Context: an optimization exercise on an open-source flow, tuned for small area and a short achievable clock period. The choices shown serve that exercise and are no tape-out recipe.
The RTL was checked by simulation tests, not by an equivalence proof against the original design.

Design RGBtoGray, start of the top module:
module RGBtoGray (r, g, b, valid_in, clk, rst, grayout, valid_out);
Size in the first run: roughly 45000 um2 of cells after synthesis.
==> flow/config.mk <==
export PLATFORM = sky130hd
export DESIGN_NAME = RGBtoGray
export DESIGN_NICKNAME = RGBtoGray
export VERILOG_FILES = /design/flow/design.v
export SDC_FILE = /design/flow/constraint.sdc
export NUM_CORES = 4
export LEC_CHECK = 0
export ABC_AREA = 1
export CAP_MARGIN = 20
export CORE_MARGIN = 2
export CORE_UTILIZATION = 60
export CTS_BUF_LIST = sky130_fd_sc_hd__clkbuf_8
export CTS_CLUSTER_DIAMETER = 50
export CTS_CLUSTER_SIZE = 16
export PLACE_DENSITY = 0.8
export SLEW_MARGIN = 20
==> flow/constraint.sdc <==
create_clock -name core_clock -period 12.0 [get_ports {clk}]
set_input_delay 2.4000 -clock core_clock [delete_from_list [all_inputs] [get_ports {clk}]]
set_output_delay 2.4000 -clock core_clock [all_outputs]
set_load 0.01 [all_outputs]
standard.sh (not shown) runs the stock make flow with config.mk's settings and CLKGATE_MAP_FILE= SYNTH_SCRIPT=/design/flow/synth_recipe.tcl, a recipe that flattens the netlist after the stock synthesis.
==> flow/flow/run.sh <==
#!/bin/bash
# 1. the standard synthesis (standard.sh synth), unchanged.
# 2. flow/invpush.py: full adders are self-dual, so an fa cell can take complemented inputs and
#    give complemented outputs; it flips fa cells where that needs fewer inverters. Registers,
#    ports and every register's and port's logic function stay as synthesis made them.
set -euo pipefail
R=orfs/results/${FLOW_PLATFORM}/RGBtoGray/base
bash standard.sh SETUP_SLACK_MARGIN=8.75 'BUFFER_PORTS_ARGS=-buffer_cell sky130_fd_sc_hd__buf_1' synth > synth.log 2>&1
python3 flow/invpush.py $R/1_2_yosys.v $R/1_2_yosys.inv.v > invpush.log 2>&1
mv $R/1_2_yosys.inv.v $R/1_2_yosys.v
rm -f $R/1_synth.odb
bash standard.sh SETUP_SLACK_MARGIN=8.75 'BUFFER_PORTS_ARGS=-buffer_cell sky130_fd_sc_hd__buf_1' finish > standard_flow.log 2>&1
Other scripts of this flow, unchanged in this note and not shown: flow/flow/invpush.py
Edit:
--- a/flow/flow/run.sh
+++ b/flow/flow/run.sh
@@ -6,7 +6,7 @@
 set -euo pipefail
 R=orfs/results/${FLOW_PLATFORM}/RGBtoGray/base
-bash standard.sh SETUP_SLACK_MARGIN=8.75 'BUFFER_PORTS_ARGS=-buffer_cell sky130_fd_sc_hd__buf_1' synth > synth.log 2>&1
+bash standard.sh SETUP_SLACK_MARGIN=8.5 'BUFFER_PORTS_ARGS=-buffer_cell sky130_fd_sc_hd__buf_1' synth > synth.log 2>&1
 python3 flow/invpush.py $R/1_2_yosys.v $R/1_2_yosys.inv.v > invpush.log 2>&1
 mv $R/1_2_yosys.inv.v $R/1_2_yosys.v
 rm -f $R/1_synth.odb
-bash standard.sh SETUP_SLACK_MARGIN=8.75 'BUFFER_PORTS_ARGS=-buffer_cell sky130_fd_sc_hd__buf_1' finish > standard_flow.log 2>&1
+bash standard.sh SETUP_SLACK_MARGIN=8.5 'BUFFER_PORTS_ARGS=-buffer_cell sky130_fd_sc_hd__buf_1' finish > standard_flow.log 2>&1
- CORE_UTILIZATION: 60 -> 70
- PLACE_DENSITY: 0.8 -> 0.88
Outcome: The changed run went through all stages and came out clean; die area decreases by 14%; global-route usage increases by 8.5 points; clock-buffer cell count decreases by 9.
Edit:
- CORE_UTILIZATION: 70 -> 60
- PLACE_DENSITY: 0.88 -> 0.8
Effect: Die area increases by about 16%; via count decreases by 8.6%; fmax increases by 6.1%; routed wire length decreases by 20%; design area increases by 0.40%; cell count increases by 1.9%; global-route usage decreases by 9.0 points; synthesized area is unchanged; clock skew decreases by 18 ps.
Edit:
--- a/flow/flow/run.sh
+++ b/flow/flow/run.sh
@@ -6,7 +6,7 @@
 set -euo pipefail
 R=orfs/results/${FLOW_PLATFORM}/RGBtoGray/base
-bash standard.sh SETUP_SLACK_MARGIN=8.5 'BUFFER_PORTS_ARGS=-buffer_cell sky130_fd_sc_hd__buf_1' synth > synth.log 2>&1
+bash standard.sh SETUP_SLACK_MARGIN=8.6 'BUFFER_PORTS_ARGS=-buffer_cell sky130_fd_sc_hd__buf_1' synth > synth.log 2>&1
 python3 flow/invpush.py $R/1_2_yosys.v $R/1_2_yosys.inv.v > invpush.log 2>&1
 mv $R/1_2_yosys.inv.v $R/1_2_yosys.v
 rm -f $R/1_synth.odb
-bash standard.sh SETUP_SLACK_MARGIN=8.5 'BUFFER_PORTS_ARGS=-buffer_cell sky130_fd_sc_hd__buf_1' finish > standard_flow.log 2>&1
+bash standard.sh SETUP_SLACK_MARGIN=8.6 'BUFFER_PORTS_ARGS=-buffer_cell sky130_fd_sc_hd__buf_1' finish > standard_flow.log 2>&1
What happened:
- The new run completed without violations
- critical path depth is unchanged
- maximum frequency grows by about 0.5%
- design area came out higher by about 0.4%
- non-clock buffer count climbs by 13
- worst setup slack gets better by 18 ps
- via count rises by about 0.8%
- global-route usage climbs by 0.36 points
- synthesized area does not change

## separate check: timing with driven ports
No port has a modelled driver above. Below, the same layouts with a new extraction and two added sets of constraints.
Step 1: set_driving_cell puts a clkbuf_16 on clk and a buf_2 on each other input, an assumption about the parent block.
Step 2 moves the port delays by t, midway between the first and last clock arrival at a register: inputs arrive t later, outputs are due t later. That takes back most of the time a late clock gives input paths.
a / b / c = ideal / step 1 / step 2; a / b = the first two.
| run | shift t [ns] | setup slack, ns | worst setup path at the end | worst data-port slew with drivers (ns) |
|---|---|---|---|---|
| the first run | 0.778 | 8.368 / 8.357 / 8.368 | register to register | 0.04 |
| the second run | 0.808 | 8.176 / 8.176 / 8.176 | register to register | 0.06 |
| the third run | 0.768 | 8.394 / 8.377 / 8.394 | register to register | 0.05 |
| the fourth run | 0.768 | 8.413 / 8.381 / 8.413 | register to register | 0.04 |
After both steps setup and hold are still met in every run listed.
